Source: an optimization exercise on an open RTL-to-GDS flow (aim: small area). Production flows keep margins and buffers that such runs may drop.
Only simulation tests tie the RTL to the original design; equivalence was not proved.
The flow treats the clock pin as an ideal source. Dropping or thinning the clock tree relies on that and would not hold on a real chip.
No activity file was given, so power comes from the tool's default toggle rates.

run a:
==> module Elevator, before the edit <==
module Elevator(input CLK,
                input RST,
                input [1:0] mode,
                input [3:0] request,
                output [3:0] currentFloor1,
                output [3:0] currentFloor2,
                output doorOpen1,
                output doorOpen2,
                output [3:0] listingLeds,
                output listBusy,
                output reg state);
reg  [31:0] poolv;
reg  [7:0]  lp;
reg  [3:0]  floor1, floor2;
wire [3:0] pool [0:9];
wire [7:0] nz;
wire [7:0] m;
genvar g;
generate for (g = 0; g < 8; g = g + 1) begin : g_slot
  assign pool[g] = poolv[4*g +: 4];
  assign nz[g] = (pool[g] != 4'd0);
  assign m[g]  = (pool[g] == request);
end endgenerate
assign pool[8] = 4'd0;
assign pool[9] = 4'd0;
assign currentFloor1 = floor1;
assign currentFloor2 = floor2;
assign doorOpen1 = ~state | ~nz[0];
assign doorOpen2 = ~state | ~nz[1];
wire lb = (lp != 8'd0);
assign listBusy = lb;
reg [3:0] leds;
integer q;
always @* begin
  leds = 4'd0;
  for (q = 0; q < 8; q = q + 1)
    leds = leds | ({4{lp[q]}} & pool[q]);
end
assign listingLeds = leds;
wire idle = ~state;
wire work = state | (mode == 2'd3);
wire add  = idle & (mode == 2'd0) & ~|m & ~nz[7];
wire del  = idle & (mode == 2'd2) & (request != 4'd0);
wire lst  = idle & (mode == 2'd1);
wire [7:0] s;
assign s[0] = m[0];
generate for (g = 1; g < 8; g = g + 1) begin : g_pre
  assign s[g] = s[g-1] | m[g];
end endgenerate
wire delok = del & s[7];
wire [7:0] w;
assign w[0] = ~nz[0];
generate for (g = 1; g < 8; g = g + 1) begin : g_w
  assign w[g] = ~nz[g] & nz[g-1];
end endgenerate
wire r1 = state & ~nz[0];
wire r2 = state & ~nz[1];
wire [3:0] e1 = r1 ? pool[2] : pool[0];
wire [3:0] e2 = r2 ? (r1 ? pool[3] : pool[2]) : pool[1];
wire sh2 = r1 & r2;
wire sh1 = r1 ^ r2;
wire [4:0] d1 = {1'b0, e1} - {1'b0, floor1};
wire [4:0] d2 = {1'b0, e2} - {1'b0, floor2};
wire up1 = ~d1[4] & (d1[3:0] != 4'd0);
wire up2 = ~d2[4] & (d2[3:0] != 4'd0);
wire dn1 = d1[4] & (e1 != 4'd0);
wire dn2 = d2[4] & (e2 != 4'd0);
wire [3:0] nf1 = floor1 + {dn1, dn1, dn1, up1 | dn1};
wire [3:0] nf2 = floor2 + {dn2, dn2, dn2, up2 | dn2};
wire adj1 = (d1 == 5'd0) | (d1 == 5'd1) | (d1 == 5'h1f) | (e1 == 4'd0);
wire adj2 = (d2 == 5'd0) | (d2 == 5'd1) | (d2 == 5'h1f) | (e2 == 4'd0);
wire [3:0] nt1 = adj1 ? 4'd0 : e1;
wire [3:0] nt2 = adj2 ? 4'd0 : e2;
wire head_nz = sh2 ? nz[4] : sh1 ? nz[3] : nz[2];
wire nstate = ~adj1 | ~adj2 | head_nz;
wire [7:0] lpn = {lp[6:0], ~lb} & nz;
wire [31:0] poolnx;
generate for (g = 0; g < 8; g = g + 1) begin : g_next
  wire [3:0] wk = (g == 0) ? nt1 :
                  (g == 1) ? nt2 :
                  sh2 ? pool[g+2] : sh1 ? pool[g+1] : pool[g];
  wire [3:0] ik = (add & w[g]) ? request :
                  (delok & s[g]) ? pool[g+1] : pool[g];
  assign poolnx[4*g +: 4] = work ? wk : ik;
end endgenerate
always @(posedge CLK) begin
  if (RST) begin
    poolv <= 32'd0;
    lp <= 8'd0;
    floor1 <= 4'd1;
    floor2 <= 4'd1;
    state <= 1'b0;
  end else begin
    poolv <= poolnx;
    if (work) begin
      floor1 <= nf1;
      floor2 <= nf2;
      state <= nstate;
      lp <= 8'd0;
    end else if (add | delok) begin
      lp <= 8'd0;
    end else if (lst) begin
      lp <= lpn;
    end
  end
end
endmodule
==> flow/config.mk <==
export PLATFORM = sky130hd
export DESIGN_NAME = Elevator
export DESIGN_NICKNAME = Elevator
export VERILOG_FILES = /design/flow/design.v
export SDC_FILE = /design/flow/constraint.sdc
export NUM_CORES = 4
export LEC_CHECK = 0
export CAP_MARGIN = 20
export CORE_MARGIN = 2
export CORE_UTILIZATION = 70
export GPL_TIMING_DRIVEN = 0
export PLACE_DENSITY = 0.85
export SLEW_MARGIN = 20
==> flow/constraint.sdc <==
create_clock -name core_clock -period 10.0 [get_ports {CLK}]
set_input_delay 2.0000 -clock core_clock [delete_from_list [all_inputs] [get_ports {CLK}]]
set_output_delay 2.0000 -clock core_clock [all_outputs]
set_load 0.01 [all_outputs]
standard.sh (not shown) runs the stock make flow with config.mk's settings and CLKGATE_MAP_FILE= SYNTH_SCRIPT=/design/flow/synth_recipe.tcl, a recipe that flattens the netlist after the stock synthesis.
==> flow/flow/run.sh <==
#!/bin/bash
# Own flow:
#  1. the standard synthesis (standard.sh synth);
#  2. its combinational logic re-mapped for area with ABC, keeping every
#     flip-flop instance, name and cell (resynth.tcl; several ABC scripts are
#     tried and the smallest netlist is kept);
#  3. the standard layout from floorplan on, with buf_1 port buffers,
#     no large buffers for repair_design (resize_dont_use.tcl) and a
#     one-level clock tree built by hand before CTS (cts_manual.tcl).
# Each tool's output goes to a log file of its own in this folder.
set -euo pipefail
W=$(pwd)
F=$W/flow
YOSYS=$FLOW_HOME/../tools/install/yosys/bin/yosys
[ -x "$YOSYS" ] || YOSYS=yosys
R=$W/orfs/results/$FLOW_PLATFORM/Elevator/base
LIB=$FLOW_HOME/platforms/$FLOW_PLATFORM/lib/sky130_fd_sc_hd__tt_025C_1v80.lib

bash standard.sh synth > $W/log_std_synth.log 2>&1
cp $R/1_2_yosys.v $W/std_1_2_yosys.v

scripts="b1 b3 e2 e2s5 e2s7 e2s8 e2s9 b3s3"
run_batch() {
  local pids=()
  for s in "$@"; do
    ( cd $W && FLOW_TOP=$FLOW_TOP LIBERTY=$LIB IN_V=$W/std_1_2_yosys.v ABC_SCRIPT=$F/$s.abc \
        OUT_V=$W/rs_$s.v OUT_STAT=$W/rs_$s.stat \
        timeout 900 $YOSYS -c $F/resynth.tcl > $W/log_resynth_$s.log 2>&1 ) &
    pids+=($!)
  done
  for p in "${pids[@]}"; do wait $p || true; done
}
run_batch b1 b3 e2 e2s5
run_batch e2s7 e2s8 e2s9 b3s3

best=""; besta=""
for s in $scripts; do
  [ -s $W/rs_$s.v ] && [ -s $W/rs_$s.stat ] || continue
  a=$(grep 'Chip area' $W/rs_$s.stat | awk '{print $NF}')
  [ -n "$a" ] || continue
  if [ -z "$besta" ] || awk "BEGIN{exit !($a < $besta)}"; then best=$s; besta=$a; fi
done
echo "resynth choice: ${best:-none} ${besta:-}" > $W/log_choice.log
if [ -n "$best" ]; then
  cp $W/rs_$best.v $R/1_2_yosys.v
  rm -f $R/1_synth.odb $R/1_synth.sdc
fi

export BUFFER_PORTS_ARGS="-buffer_cell sky130_fd_sc_hd__buf_1"
export PRE_CTS_TCL=$F/cts_manual.tcl
export MANUAL_CTS_SLEW=0.110
export PRE_RESIZE_TCL=$F/resize_dont_use.tcl
bash standard.sh finish "BUFFER_PORTS_ARGS=$BUFFER_PORTS_ARGS" "PRE_CTS_TCL=$PRE_CTS_TCL" "PRE_RESIZE_TCL=$PRE_RESIZE_TCL" > $W/log_std_finish.log 2>&1
Other scripts of this flow, unchanged in this note and not shown: flow/flow/b1.abc, flow/flow/b3.abc, flow/flow/b3s3.abc, flow/flow/cts_manual.tcl, flow/flow/e2.abc, flow/flow/e2s5.abc, flow/flow/e2s7.abc, flow/flow/e2s8.abc, flow/flow/e2s9.abc, flow/flow/resize_dont_use.tcl, flow/flow/resynth.tcl
Run a ended with every stage complete and zero timing, DRC or antenna violations.
For run b, these inputs were changed with respect to run a:
diff --git a/flow/design.v b/flow/design.v
--- a/flow/design.v
+++ b/flow/design.v
@@ -10,9 +10,9 @@
                 output [3:0] listingLeds,
                 output listBusy,
                 output reg state);
 reg  [31:0] poolv;
-reg  [7:0]  lp;
+reg  [4:0]  lj;
 reg  [3:0]  floor1, floor2;
 wire [3:0] pool [0:9];
 wire [7:0] nz;
 wire [7:0] m;
@@ -27,9 +27,11 @@
 assign currentFloor1 = floor1;
 assign currentFloor2 = floor2;
 assign doorOpen1 = ~state | ~nz[0];
 assign doorOpen2 = ~state | ~nz[1];
-wire lb = (lp != 8'd0);
+wire [7:0] lp = {lj[3] & ~lj[2], lj[2] & ~lj[1], lj[1] & ~lj[0], lj[4] & lj[0],
+                 lj[3] & ~lj[4], lj[2] & ~lj[3], lj[1] & ~lj[2], lj[0] & ~lj[1]};
+wire lb = lj[0] | lj[3];
 assign listBusy = lb;
 reg [3:0] leds;
 integer q;
 always @* begin
@@ -73,9 +75,10 @@
 wire [3:0] nt1 = adj1 ? 4'd0 : e1;
 wire [3:0] nt2 = adj2 ? 4'd0 : e2;
 wire head_nz = sh2 ? nz[4] : sh1 ? nz[3] : nz[2];
 wire nstate = ~adj1 | ~adj2 | head_nz;
-wire [7:0] lpn = {lp[6:0], ~lb} & nz;
+wire ladv = |({lp[6:0], ~lb} & nz);
+wire [4:0] ljn = ladv ? {lj[3:0], ~lj[4]} : 5'd0;
 wire [31:0] poolnx;
 generate for (g = 0; g < 8; g = g + 1) begin : g_next
   wire [3:0] wk = (g == 0) ? nt1 :
                   (g == 1) ? nt2 :
@@ -86,9 +89,9 @@
 end endgenerate
 always @(posedge CLK) begin
   if (RST) begin
     poolv <= 32'd0;
-    lp <= 8'd0;
+    lj <= 5'd0;
     floor1 <= 4'd1;
     floor2 <= 4'd1;
     state <= 1'b0;
   end else begin
@@ -96,13 +99,13 @@
     if (work) begin
       floor1 <= nf1;
       floor2 <= nf2;
       state <= nstate;
-      lp <= 8'd0;
+      lj <= 5'd0;
     end else if (add | delok) begin
-      lp <= 8'd0;
+      lj <= 5'd0;
     end else if (lst) begin
-      lp <= lpn;
+      lj <= ljn;
     end
   end
 end
 endmodule
--- outcome ---
The headroom to the max-slew limit of run b was inferior to that of run a.
Diff run a -> run b | synthesized cell count | increase of 14
In the metrics for run b and run a, the one carrying the lower static leakage is run b.
Going from run a to run b, number of global-route vias before repair now larger; power grew by 30%.
Summary: shortest period the worst path allows, run b worse than run a
The overall global routing resource usage on run a is in line with that on run b.
The placed wire-length estimate after detailed placement of run b was superior to that of run a.
Compared with run a, area of all placed cells without fillers in run b decreased slightly.
Changes observed in run b relative to run a: worst setup slack before clock tree synthesis now smaller; final routed wirelength across all metal layers went down about 1.9%.
Run b ended with less clock share of power than run a.
Compared to run a, run b has cell depth of the worst hold path 1 lower.
Looking at library cell contributing the largest single delay on the critical path, the o311ai_1 result is from run b; the buf_1 one comes from run a.
A leading cell type in the layout, fill and taps excluded of dfxtp_1 is what run a shows, while nor2_1 belongs to run b.
No run of this note takes its clock network from TritonCTS; it comes from the design's own scripts or RTL.

-- static timing again, ports no longer ideal --
In the flow no input, the clock included, has a driving cell. The finished layouts below were timed again as built, in two steps. Step 1 (the two cells are an assumption about what drives the block):
set clk [get_ports {CLK}]
set_driving_cell -lib_cell sky130_fd_sc_hd__clkbuf_16 $clk
set_driving_cell -lib_cell sky130_fd_sc_hd__buf_2 [delete_from_list [all_inputs] $clk]
Step 2, shift: input delay + t, output delay - t, t = (earliest + latest rising clock arrival at the registers) / 2. This alone moves slack from input paths to output paths. Three values: ideal, step 1, step 2; two values: the first two.
run	t, ns	setup slack, ns	slew at the worst register clock pin (ns)
run a	0.207	4.425 / 4.451 / 4.244	0.10 / 0.10
run b	0.208	3.840 / 3.863 / 3.656	0.11 / 0.11
After both steps setup and hold are still met in every run listed. The setup slack of run b, which loses most, moves by +0.023 ns with the drivers and by -0.184 ns with both steps.
